Source: an optimization exercise on an open RTL-to-GDS flow (aim: small area, a short achievable clock period and few clock cycles). Production flows keep margins and buffers that such runs may drop.
The RTL was checked by simulation tests, not by an equivalence proof against the original design.

== run 1 ==
Design Top, start of the top module:
module Top(CLK, SLOW_CLOCK_STRB, ARST_L, SYS_OUT, OUT_VALID, MEM_ADDR, MEM_WDATA, MEM_WE, MEM_RDATA);
input CLK, SLOW_CLOCK_STRB, ARST_L;
output reg [15:0] SYS_OUT;
output reg OUT_VALID;
output [7:0] MEM_ADDR;
output [15:0] MEM_WDATA;
output MEM_WE;
input [15:0] MEM_RDATA;
wire en = SLOW_CLOCK_STRB;
reg [15:0] r0, r1, r2, r3;
reg [3:0] flags;           
reg [7:0] pcd;             
reg dv;                    
reg [15:0] ir;             
reg iv;                    
reg ldp;                   
reg [1:0] ldx;             
reg rf;                    
reg mc;                    
wire [3:0] op = ir[15:12];
wire [1:0] fx = ir[11:10];
wire [1:0] fy = ir[9:8];
wire [1:0] fd = ir[7:6];
wire [7:0] imm = ir[7:0];
wire ex = iv & ~ldp;
wire is_ldr = (op == 4'h0);
wire is_str = (op == 4'h1);
wire is_mov = (op == 4'h2) & (fx == 2'b00);
wire is_alu = (op >= 4'h4) & (op <= 4'h9);
wire is_br  = (op == 4'hE);
wire is_out = (op == 4'hF);
reg [15:0] a, b;
always @(*) begin
    case (fx)
        2'd0: a = r0;
        2'd1: a = r1;
        2'd2: a = r2;
        default: a = r3;
    endcase
    case (fy)
        2'd0: b = r0;
        2'd1: b = r1;
        2'd2: b = r2;
        default: b = r3;
    endcase
end
wire fN = flags[3], fZ = flags[2], fC = flags[1], fV = flags[0];
reg cond;
always @(*) begin
    case (ir[11:8])
        4'h0: cond = 1'b1;
        4'h1: cond = fZ;
        4'h2: cond = ~fZ;
        4'h3: cond = fC;
        4'h4: cond = ~fC;
        4'h5: cond = fN;
        4'h6: cond = ~fN;
        4'h7: cond = fV;
        4'h8: cond = ~fV;
        4'h9: cond = ~fZ & fC;
        4'hA: cond = fZ | fC;
        4'hB: cond = (fN == fV);
        4'hC: cond = (fN != fV);
        4'hD: cond = (fN == fV) & ~fZ;
        4'hE: cond = (fN != fV) & fZ;
        default: cond = 1'b0;
    endcase
end
  ...
clock: 10.0 ns
lec_check: 0
abc_area: 1
cap_margin: 20
core_margin: 2
core_utilization: 40
cts_buf_list: sky130_fd_sc_hd__clkbuf_8
setup_slack_margin: 5
slew_margin: 20
run.sh (not shown) runs the stock make flow with config.mk's settings and CLKGATE_MAP_FILE= SYNTH_SCRIPT=/design/flow/synth_recipe.tcl, a recipe that flattens the netlist after the stock synthesis.
Testbench counts of run 1, summed over its fixed seeds: cycles 60,994.
> inputs changed (run 1 -> run 2)
# run 1
export LEC_CHECK = 0
export ABC_AREA = 1
export CAP_MARGIN = 20
export CORE_MARGIN = 2
export CORE_UTILIZATION = 40
export CTS_BUF_LIST = sky130_fd_sc_hd__clkbuf_8
export SETUP_SLACK_MARGIN = 5
export SLEW_MARGIN = 20
create_clock -name core_clock -period 10.0 [get_ports {CLK}]
# run 2
export LEC_CHECK = 0
export CAP_MARGIN = 20
export CORE_MARGIN = 2
export CORE_UTILIZATION = 40
export SETUP_SLACK_MARGIN = 5
export SLEW_MARGIN = 20
create_clock -name core_clock -period 10.0 [get_ports {CLK}]
## What came out
Between run 1 and run 2, the flow reports final cell count without fillers decreasing by more than 10%.
Compared with run 1, run 2 shows worst path setup slack after routing lower by 0.15 ns.
Against run 1, run 2 reports a detailed-routing iteration count for the pre-antenna-repair pass that is lower.
Changes observed in run 2 relative to run 1: multi-input combinational area share grew by 0.71 points, final antenna diode count grew by 2.
Inputs modified between run 2 and run 3:
# run 2
export LEC_CHECK = 0
export CAP_MARGIN = 20
export CORE_MARGIN = 2
export CORE_UTILIZATION = 40
export SETUP_SLACK_MARGIN = 5
export SLEW_MARGIN = 20
create_clock -name core_clock -period 10.0 [get_ports {CLK}]
# run 3
export LEC_CHECK = 0
export CAP_MARGIN = 20
export CORE_MARGIN = 2
export CORE_UTILIZATION = 40
export SETUP_SLACK_MARGIN = 4.6
export SLEW_MARGIN = 20
create_clock -name core_clock -period 10.0 [get_ports {CLK}]
Results
Run 3 | status: complete | timing, DRC, antenna: pass. Of run 3 and run 2, the higher global router's overall resource usage belongs to run 2. | post-route worst setup slack | higher: run 2 |. Changes observed in run 3 relative to run 2: relative area of non-clock buffer cells in the final design shrank by 0.45 points; wire length on met3 went down about 33%; wire length went down by about 5%. The post-synthesis to final-layout area growth in run 3 was lower than what run 2 gave. Final hold violation count came out exactly the same in run 3 and run 2. Run 3 vs run 2 on clock skew: run 3 is the higher one.
[inputs] run 4 vs run 3
# run 3
export LEC_CHECK = 0
export CAP_MARGIN = 20
export CORE_MARGIN = 2
export CORE_UTILIZATION = 40
export SETUP_SLACK_MARGIN = 4.6
export SLEW_MARGIN = 20
create_clock -name core_clock -period 10.0 [get_ports {CLK}]
# run 4
export LEC_CHECK = 0
export CAP_MARGIN = 20
export CORE_MARGIN = 2
export CORE_UTILIZATION = 40
export CTS_BUF_LIST = sky130_fd_sc_hd__clkbuf_8
export GPL_TIMING_DRIVEN = 0
export SETUP_SLACK_MARGIN = 5
export SLEW_MARGIN = 20
create_clock -name core_clock -period 10.0 [get_ports {CLK}]
==> comparison <==
- When run 4 is measured against run 3, its delay contributed by the slowest stage of the critical path turns out 0.02 ns lower.
- Synthesis-to-layout area growth ended up 4.7 points higher on run 4 than on run 3.
- ~same aggregate global routing overflow in run 4 and run 3
- When run 4 is set beside run 3, its largest driver fanout on the critical path turns out to be 1 smaller.
- The post-CTS setup repair buffer count number comes out higher for run 4 vs run 3.
- Changes observed in run 4 relative to run 3: non-clock buffer total of the final layout grew by 86; minimum period implied by the final worst setup slack shrank by 0.21 ns; setup slack of the critical path after layout grew by 0.21 ns.
- Post-detailed-routing wire length grows by a little under 10% when moving from run 3 to run 4.

Another version of the RTL of Top (not shown whole).
For scale: roughly 1300 cells after synthesis, roughly 150 flip-flops, roughly 12000 sq um of cells after synthesis.
// Top
module Top(CLK, SLOW_CLOCK_STRB, ARST_L, SYS_OUT, OUT_VALID, MEM_ADDR, MEM_WDATA, MEM_WE, MEM_RDATA);
Settings: LEC_CHECK=0, CAP_MARGIN=20, CORE_MARGIN=2, CORE_UTILIZATION=40, CTS_BUF_LIST=sky130_fd_sc_hd__clkbuf_8, CTS_CLUSTER_SIZE=10, SETUP_SLACK_MARGIN=5, SLEW_MARGIN=20; clock period 10.0 ns.
The starting point went through all stages and came out clean.
Testbench counts at the start, summed over its fixed seeds: cycles 60,994.
Edit:
Settings changed: ABC_AREA set to 1, CTS_BUF_LIST sky130_fd_sc_hd__clkbuf_8 to unset, CTS_CLUSTER_SIZE 10 to unset.
Outcome:
- The new run completed without violations
- cell area grows by about 3.5%
- count of clock-buffer cells in the layout is unchanged
- utilization grows by 0.61 points
- cell count grows by 24%
Edit:
Settings changed: ABC_AREA 1 to unset.
Result:
- sequential share of layout area rises by 0.45 points
- synthesized cell count fell by about 22%
- clock-buffer cell count does not change
- routed wire length decreases by about 13%
- global-route usage decreases by 3.5 points
- register-to-register slack gets worse by 0.36 ns
Edit:
Settings changed: CTS_BUF_LIST set to sky130_fd_sc_hd__clkbuf_8, CTS_CLUSTER_DIAMETER set to 40.
=> The new run passed the timing, DRC and antenna checks. Core utilization drops by 0.77 points. Design area drops by 1.6%. Area after synthesis is unchanged. Via count drops by 0.79%. Setup slack loses 0.038 ns. Worst hold slack gains 0.0055 ns. Non-clock buffer count drops by 3. Sequential share of layout area climbs by 0.43 points. Wire length drops by 0.94%.

RTL: one of the versions met above, not the one the previous note started from.
Size in the first run: ~1,300 cells after synthesis, ~140 flip-flops, about 61 I/O pins, roughly 12,000 um^2 of cells after synthesis.
Settings: LEC_CHECK=0, CAP_MARGIN=5, CORE_MARGIN=2, CORE_UTILIZATION=40, CTS_BUF_LIST=sky130_fd_sc_hd__clkbuf_8, SETUP_SLACK_MARGIN=5, SLEW_MARGIN=5, TNS_END_PERCENT=60; clock period 10.0 ns.
Testbench counts at the start, summed over its fixed seeds: cycles 60,994.
Next try:
Settings changed: TNS_END_PERCENT 60 to default.
Effect: The new run ran to the end with no violations; utilization barely changes; final cell count does not change; setup slack stays flat.
Next try:
Settings changed: CAP_MARGIN 5 to 20, PLACE_DENSITY from default to 0.75, SLEW_MARGIN 5 to 20.
Result: The new run passed the timing, DRC and antenna checks; design area stays flat; clock skew barely changes; setup slack gets worse by 0.0085 ns.

## alpha
Top, a different RTL version from the one above (not shown whole).
For scale: roughly 1700 cells after synthesis, ~130 flip-flops, ~61 I/O pins, roughly 12000 um^2 of cells after synthesis.
clock: 10.0 ns
lec_check: 0
abc_area: 1
cap_margin: 20
core_margin: 2
core_utilization: 65
setup_slack_margin: 5
slew_margin: 20
The final layout from alpha, which completed every stage, passed the timing, DRC and antenna checks at the end of the flow.
Testbench counts of alpha, summed over its fixed seeds: cycles 62,938.
The inputs of beta differ from those of alpha as listed below.
# alpha
export LEC_CHECK = 0
export ABC_AREA = 1
export CAP_MARGIN = 20
export CORE_MARGIN = 2
export CORE_UTILIZATION = 65
export SETUP_SLACK_MARGIN = 5
export SLEW_MARGIN = 20
create_clock -name core_clock -period 10.0 [get_ports {CLK}]
# beta
export LEC_CHECK = 0
export CAP_MARGIN = 20
export CORE_MARGIN = 2
export CORE_UTILIZATION = 40
export SETUP_SLACK_MARGIN = 5
export SLEW_MARGIN = 20
create_clock -name core_clock -period 10.0 [get_ports {CLK}]
--- outcome ---
- Lower clock buffer count in the final layout goes to beta over alpha.
- Diff alpha -> beta: pin slew with the least headroom to its limit lower, first-pass GRT wire length now sits at about the same level, number of fill cells in the layout up 1507.
- Re setup slack on the worst flop-to-flop path: beta and alpha aren't equal, and the higher value belongs to alpha.
- Summary of beta over alpha: mux cell area share after synthesis saw an increase, number of distinct library cells after synthesis shows an increase of 63%, met1 wire length picked up an extra about 13%.
- beta vs alpha: cell area after layout up slightly
- The combinational family with the most area after synthesis comes out compound AO/OA/AOI/OAI gates in one run and simple AND/OR/NAND/NOR gates in the other, namely in beta and alpha respectively.
- Looking at critical-path cell with the highest stage delay, the sky130_fd_sc_hd__fa_1 result is from alpha; the sky130_fd_sc_hd__mux4_2 one comes from beta.
> inputs changed (beta -> gamma)
# beta
export LEC_CHECK = 0
export CAP_MARGIN = 20
export CORE_MARGIN = 2
export CORE_UTILIZATION = 40
export SETUP_SLACK_MARGIN = 5
export SLEW_MARGIN = 20
create_clock -name core_clock -period 10.0 [get_ports {CLK}]
# gamma
export LEC_CHECK = 0
export ABC_AREA = 1
export CAP_MARGIN = 20
export CORE_MARGIN = 2
export CORE_UTILIZATION = 40
export SETUP_SLACK_MARGIN = 5
export SLEW_MARGIN = 20
create_clock -name core_clock -period 10.0 [get_ports {CLK}]
Findings:
gamma: flow completed, timing, DRC and antenna clean. Non-clock inverter instance count of the final layout up 89 in gamma wrt beta. Total stage count of the critical path, beta and gamma, lower one = gamma. [gamma vs beta] signed area change from the synthesized netlist to the final layout: higher in gamma. Iteration-0 DRC count of the detailed router: beta and gamma compared, higher one is gamma.

RTL: one of the versions met above, not the one the previous note started from.
Size in the first run: ~1300 cells after synthesis, ~140 flip-flops.
make LEC_CHECK=0 CAP_MARGIN=5 CORE_MARGIN=2 CORE_UTILIZATION=40 CTS_BUF_LIST=sky130_fd_sc_hd__clkbuf_8 SETUP_SLACK_MARGIN=5 SLEW_MARGIN=5 TNS_END_PERCENT=30 finish   # period 10.0 ns
Testbench counts at the start, summed over its fixed seeds: cycles 60,994.
Change:
CORE_UTILIZATION = 55   (was 40)
TNS_END_PERCENT = not set   (was 30)
=> Critical path depth drops by 1; via count rose by 2.1%; global-route usage grows by 11 points; worst setup slack degrades by 0.043 ns; routed wire length hardly moves; cell area hardly moves; die area decreases by about 27%.
Change:
CAP_MARGIN = 20   (was 5)
CORE_UTILIZATION = 40   (was 55)
SLEW_MARGIN = 20   (was 5)
What happened: Worst setup slack gains 0.022 ns. Utilization falls by 17 points. Critical path depth rises by 1. Synthesized area does not change.
Change:
CTS_BUF_LIST = sky130_fd_sc_hd__clkbuf_8 sky130_fd_sc_hd__clkbuf_16   (was sky130_fd_sc_hd__clkbuf_8)
=> Clock skew shrinks by 0.0070 ns. Utilization grows by 1.0 points. Global-route usage is about the same. Synthesized cell count is unchanged. Wire length grows by about 2.8%. Synthesized area is unchanged. Critical path depth shrinks by 1. Non-clock buffer count grows by 8. Design area grows by about 2.3%. Maximum frequency grows by 0.33%.

Setup of trial 65:
Top with an RTL version that a note above also has.
Size: about 150 flip-flops, ~61 I/O pins, ~0.012 mm² of cells after synthesis.
make LEC_CHECK=0 CAP_MARGIN=20 CORE_MARGIN=2 CORE_UTILIZATION=40 CTS_CLUSTER_DIAMETER=100 CTS_CLUSTER_SIZE=40 SETUP_SLACK_MARGIN=5 SLEW_MARGIN=20 finish   # period 10.0 ns
Testbench counts of trial 65, summed over its fixed seeds: cycles 60,994.
For trial 81, these inputs were changed with respect to trial 65:
Settings: clearing CTS_CLUSTER_SIZE, which used to be 40; clearing CTS_CLUSTER_DIAMETER, which used to be 100; putting CTS_BUF_LIST at sky130_fd_sc_hd__clkbuf_8 where nothing was set.
Findings:
Trial 81: minimum setup slack in the final design lower than trial 65. Trial 65 → trial 81: top achievable clock speed went down 1.6 MHz. Re growth of design area from synthesis to finish: trial 65 was higher than trial 81. Number of clock buffers in the layout: trial 65 vs trial 81 identical. Against trial 65, trial 81 reports a cell area that is lower. Register-to-register slack was lower in the run labelled trial 81. Compared trial 65 against trial 81; first-pass GRT wire length within noise. Trial 81: data arrival time of the critical path higher than trial 65.

[separate check: timing with driven ports]
How much do the figures lean on ideal ports? The routed layouts below were timed once more, with nothing changed but the port constraints.
Step 1: set_driving_cell puts a clkbuf_16 on CLK and a buf_2 on each other input, an assumption about the parent block.
Step 2 also shifts input and output timing later by t, the mid clock arrival at the registers, as if the neighbouring blocks saw the same clock.
Three values: ideal ports, drivers, drivers and shift; two values: the first two.
run	t (ns)	setup WS [ns]	pins driven straight from the clock port
run 1	0.522	5.131 / 5.083 / 5.033	1
run 2	0.489	4.980 / 4.927 / 4.775	1
run 3	0.486	4.854 / 4.800 / 4.760	1
run 4	0.530	5.059 / 5.035 / 5.059	1
the first run of note 2	0.522	5.026 / 4.983 / 5.062	1
the second run of note 2	0.491	5.025 / 4.975 / 5.118	1
the third run of note 2	0.479	5.064 / 5.017 / 5.046	1
the fourth run of note 2	0.522	5.026 / 4.983 / 5.062	1
the first run of note 3	0.509	4.975 / 4.932 / 4.862	1
the second run of note 3	0.510	4.978 / 4.935 / 4.863	1
the third run of note 3	0.520	4.969 / 4.926 / 5.122	1
alpha	0.486	4.956 / 4.956 / 4.956	1
beta	0.488	4.841 / 4.841 / 4.841	1
gamma	0.475	5.029 / 4.983 / 5.065	1
the first run of note 5	0.510	4.983 / 4.940 / 4.874	1
the second run of note 5	0.517	4.941 / 4.894 / 4.797	1
the third run of note 5	0.516	4.963 / 4.920 / 4.854	1
the fourth run of note 5	0.489	4.980 / 4.927 / 4.775	1
trial 65	0.479	5.064 / 5.017 / 5.046	1
trial 81	0.522	5.026 / 4.983 / 5.062	1
After both steps setup and hold are still met in every run listed.
